From an optimization exercise on the open Yosys and OpenROAD flow, aimed at small area; shortcuts taken in it are not production practice.
Function was checked by simulation only, so behaviour that the tests miss may differ from the original.
Power is estimated from default activity; no workload was simulated.

==> flow/design.v (excerpt) <==
module issue (
    input   wire            clk,
    input   wire            resetn,
    input   wire            snoop_hit,
    output  wire            readyn,
    input   wire            bco_valid,
    input   wire [1:0]      bp_pattern,
    input   wire            bp_taken,
    input   wire            bp_hit,
    input   wire [31:0]     bp_target,
    input   wire            wb_en,
    input   wire [3:0]      wb_dst_rob,
    input   wire [31:0]     wb_value,
    input   wire            wb_lsmiss,
    input   wire            nowb_en,
    input   wire [3:0]      nowb_dst_rob,
    input   wire [31:0]     nowb_value,
    input   wire            i_valid,
    input   wire [31:0]     i_pc,
    input   wire [3:0]      i_src0_rob,
    input   wire            i_src0_ready,
    input   wire [31:0]     i_src0_value,
    input   wire [3:0]      i_src1_rob,
    input   wire            i_src1_ready,
    input   wire [31:0]     i_src1_value,
    input   wire [3:0]      i_dst_rob,
    input   wire [25:0]     i_imm,
    input   wire [7:0]      i_fid,
    input   wire            i_branch,
    input   wire            i_load,
    input   wire            i_store,
    input   wire            i_pipe_alu,
    input   wire            i_pipe_mul,
    input   wire            i_pipe_mem,
    input   wire            i_pipe_bru,
    input   wire [4:0]      i_alu_cmd,
    input   wire [0:0]      i_mul_cmd,
    input   wire [4:0]      i_mem_cmd,
    input   wire [6:0]      i_bru_cmd,
    input   wire [1:0]      i_bagu_cmd,
    output  wire            o_valid,
    output  wire [31:0]     o_pc,
    output  wire [31:0]     o_src0_value,
    output  wire            o_src0_forward_alu,
    output  wire [31:0]     o_src1_value,
    output  wire            o_src1_forward_alu,
    output  wire [3:0]      o_dst_rob,
    output  wire [25:0]     o_imm,
  ...
For scale: ~3800 cells after synthesis, roughly 490 I/O pins, roughly 0.063 mm² of cells after synthesis.
==> flow/config.mk <==
export PLATFORM = sky130hd
export DESIGN_NAME = issue
export DESIGN_NICKNAME = issue
export VERILOG_FILES = /design/flow/design.v
export SDC_FILE = /design/flow/constraint.sdc
export NUM_CORES = 4
export LEC_CHECK = 0
export CAP_MARGIN = 20
export CORE_MARGIN = 2
export CORE_UTILIZATION = 45
export SLEW_MARGIN = 20
export SYNTH_HIERARCHICAL = 1
==> flow/constraint.sdc <==
create_clock -name core_clock -period 7.0 [get_ports {clk}]
set_input_delay 1.4000 -clock core_clock [delete_from_list [all_inputs] [get_ports {clk}]]
set_output_delay 1.4000 -clock core_clock [all_outputs]
set_load 0.01 [all_outputs]
standard.sh (not shown) runs the stock make flow with config.mk's settings and CLKGATE_MAP_FILE= SYNTH_SCRIPT=/design/flow/synth_recipe.tcl, a recipe that flattens the netlist after the stock synthesis.
==> flow/flow/run.sh <==
#!/bin/bash
# Standard layout flow (standard.sh: ORFS synthesis through finish), with two changes:
#  - ports are buffered with the smallest buffer cell instead of the default pick;
#  - clock tree synthesis uses clkbuf_8 with small sink clusters and adds no dummy loads.
# ORFS writes each tool's log under orfs/logs; the driver's own output goes to flow_run.log.
cp standard.sh standard_sh_copy.log 2>/dev/null
export BUFFER_PORTS_ARGS="-buffer_cell sky130_fd_sc_hd__buf_1"
export CTS_ARGS="-sink_clustering_enable -repair_clock_nets -dont_use_dummy_load -buf_list sky130_fd_sc_hd__clkbuf_8 -sink_clustering_size 12 -sink_clustering_max_diameter 40"
bash standard.sh > flow_run.log 2>&1
Then changed:
==> flow/run.sh (new file) <==
#!/bin/bash
# synth_recipe.tcl (not shown) runs the flow's synth.tcl, then flattens the netlist and writes it again
# the make line also repeats each setting of config.mk as NAME=value (left out here)
make -C /OpenROAD-flow-scripts/flow DESIGN_CONFIG=/design/flow/config.mk WORK_HOME=/design/flow/orfs CLKGATE_MAP_FILE= SYNTH_SCRIPT=/design/flow/synth_recipe.tcl finish
- CTS_BUF_LIST: not set -> sky130_fd_sc_hd__clkbuf_8
- CTS_CLUSTER_DIAMETER: not set -> 40
- CTS_CLUSTER_SIZE: not set -> 12
removed: flow/flow/run.sh
removed: flow/standard.sh
=> The new run finished with timing, DRC and antenna clean; power went up by 14%; final cell count rose by 3.0%; via count is higher by 1.3%; clock power rose by 38%; synthesized cell count does not change; global-route usage goes up by 0.75 points; sequential cell count does not change; final area came out higher by 7.8%; die area is unchanged; clock skew fell by 0.055 ns.

issue, a different RTL version from the one above (not shown whole).
Size in the first run: roughly 1,500 flip-flops, about 490 I/O pins, ~62,000 um^2 of cells after synthesis.
clock: 7.0 ns
lec_check: 0
cap_margin: 20
core_margin: 2
core_utilization: 45
slew_margin: 20
synth_hierarchical: 1
==> flow/flow/run.sh <==
#!/bin/bash
# Standard layout flow (standard.sh: ORFS synthesis through finish), with two changes:
#  - ports are buffered with the smallest buffer cell instead of the default pick;
#  - clock tree synthesis uses clkbuf_8 with sink clusters of up to 12 within 60 um and adds no dummy loads.
# ORFS writes each tool's log under orfs/logs; the driver's own output goes to flow_run.log.
cp standard.sh standard_sh_copy.log 2>/dev/null
export BUFFER_PORTS_ARGS="-buffer_cell sky130_fd_sc_hd__buf_1"
export CTS_ARGS="-sink_clustering_enable -repair_clock_nets -dont_use_dummy_load -buf_list sky130_fd_sc_hd__clkbuf_8 -sink_clustering_size 12 -sink_clustering_max_diameter 60"
bash standard.sh > flow_run.log 2>&1
Edit:
==> flow/flow/run.sh (replaced) <==
#!/bin/bash
# Standard layout flow (standard.sh: ORFS synthesis through finish), with two changes:
#  - ports are buffered with the smallest buffer cell instead of the default pick;
#  - clock tree synthesis uses clkbuf_4/clkbuf_8 with small sink clusters and adds no dummy loads.
# ORFS writes each tool's log under orfs/logs; the driver's own output goes to flow_run.log.
cp standard.sh standard_sh_copy.log 2>/dev/null
export BUFFER_PORTS_ARGS="-buffer_cell sky130_fd_sc_hd__buf_1"
export CTS_ARGS="-sink_clustering_enable -repair_clock_nets -dont_use_dummy_load -buf_list {sky130_fd_sc_hd__clkbuf_4 sky130_fd_sc_hd__clkbuf_8} -sink_clustering_size 12 -sink_clustering_max_diameter 40"
bash standard.sh > flow_run.log 2>&1
The changed run passed the timing, design-rule and antenna checks.
Core utilization climbs by 0.52 points.
Critical path depth climbs by 1.
Non-clock buffer count is unchanged.
Edit:
==> flow/flow/run.sh (replaced) <==
#!/bin/bash
# Standard layout flow (standard.sh: ORFS synthesis through finish), with two changes:
#  - ports are buffered with the smallest buffer cell instead of the default pick;
#  - clock tree synthesis drives sink clusters of up to 8 with clkbuf_4 and adds no dummy loads.
# ORFS writes each tool's log under orfs/logs; the driver's own output goes to flow_run.log.
cp standard.sh standard_sh_copy.log 2>/dev/null
export BUFFER_PORTS_ARGS="-buffer_cell sky130_fd_sc_hd__buf_1"
export CTS_ARGS="-sink_clustering_enable -repair_clock_nets -dont_use_dummy_load -buf_list {sky130_fd_sc_hd__clkbuf_4 sky130_fd_sc_hd__clkbuf_8} -sink_clustering_buffer sky130_fd_sc_hd__clkbuf_4 -sink_clustering_size 8 -sink_clustering_max_diameter 40"
bash standard.sh > flow_run.log 2>&1
--- a/flow/config.mk
+++ b/flow/config.mk
@@ -8,5 +8,5 @@
 export CAP_MARGIN = 20
 export CORE_MARGIN = 2
-export CORE_UTILIZATION = 45
+export CORE_UTILIZATION = 55
 export SLEW_MARGIN = 20
 export SYNTH_HIERARCHICAL = 1
Outcome: The changed run went through all stages and came out clean; core utilization increases by 10 points; clock-buffer cell count rose by 22; wire length fell by 1.7%; worst setup slack gets worse by 0.12 ns; worst hold slack gets better by 0.011 ns; global-route usage rises by 6.0 points; clock skew fell by 0.0093 ns; non-clock buffer count increases by 24.
Edit:
--- a/flow/config.mk
+++ b/flow/config.mk
@@ -8,5 +8,6 @@
 export CAP_MARGIN = 20
 export CORE_MARGIN = 2
-export CORE_UTILIZATION = 55
+export CORE_UTILIZATION = 45
+export PLACE_DENSITY = 0.7
 export SLEW_MARGIN = 20
 export SYNTH_HIERARCHICAL = 1
Outcome: The new run passed the timing, design-rule and antenna checks. Via count grows slightly. Power stays flat. Wire length shrinks slightly.

==> port drivers added, routing unchanged <==
No port has a modelled driver above. Below, the same layouts with a new extraction and two added sets of constraints.
Step 1 (the two cells are an assumption about what drives the block):
set clk [get_ports {clk}]
set_driving_cell -lib_cell sky130_fd_sc_hd__clkbuf_16 $clk
set_driving_cell -lib_cell sky130_fd_sc_hd__buf_2 [delete_from_list [all_inputs] $clk]
Step 2 moves the port delays by t, midway between the first and last clock arrival at a register: inputs arrive t later, outputs are due t later. That takes back most of the time a late clock gives input paths.
Slacks: ideal / step 1 / step 2; pairs: ideal / step 1.
| run | shift t [ns] | slack for setup (ns) | latest minus earliest clock arrival (ns) |
|---|---|---|---|
| the first run of note 1 | 0.974 | 0.180 / 0.107 / 1.080 | 0.131 / 0.131 |
| the second run of note 1 | 1.019 | 0.163 / 0.084 / 1.103 | 0.071 / 0.071 |
| the first run of note 2 | 0.971 | 0.274 / 0.194 / 1.165 | 0.130 / 0.130 |
| the second run of note 2 | 0.994 | 0.330 / 0.248 / 1.242 | 0.122 / 0.121 |
| the third run of note 2 | 0.935 | 0.205 / 0.130 / 1.066 | 0.100 / 0.099 |
| the fourth run of note 2 | 0.964 | 0.217 / 0.150 / 1.113 | 0.141 / 0.141 |
After both steps setup and hold are still met in every run listed.
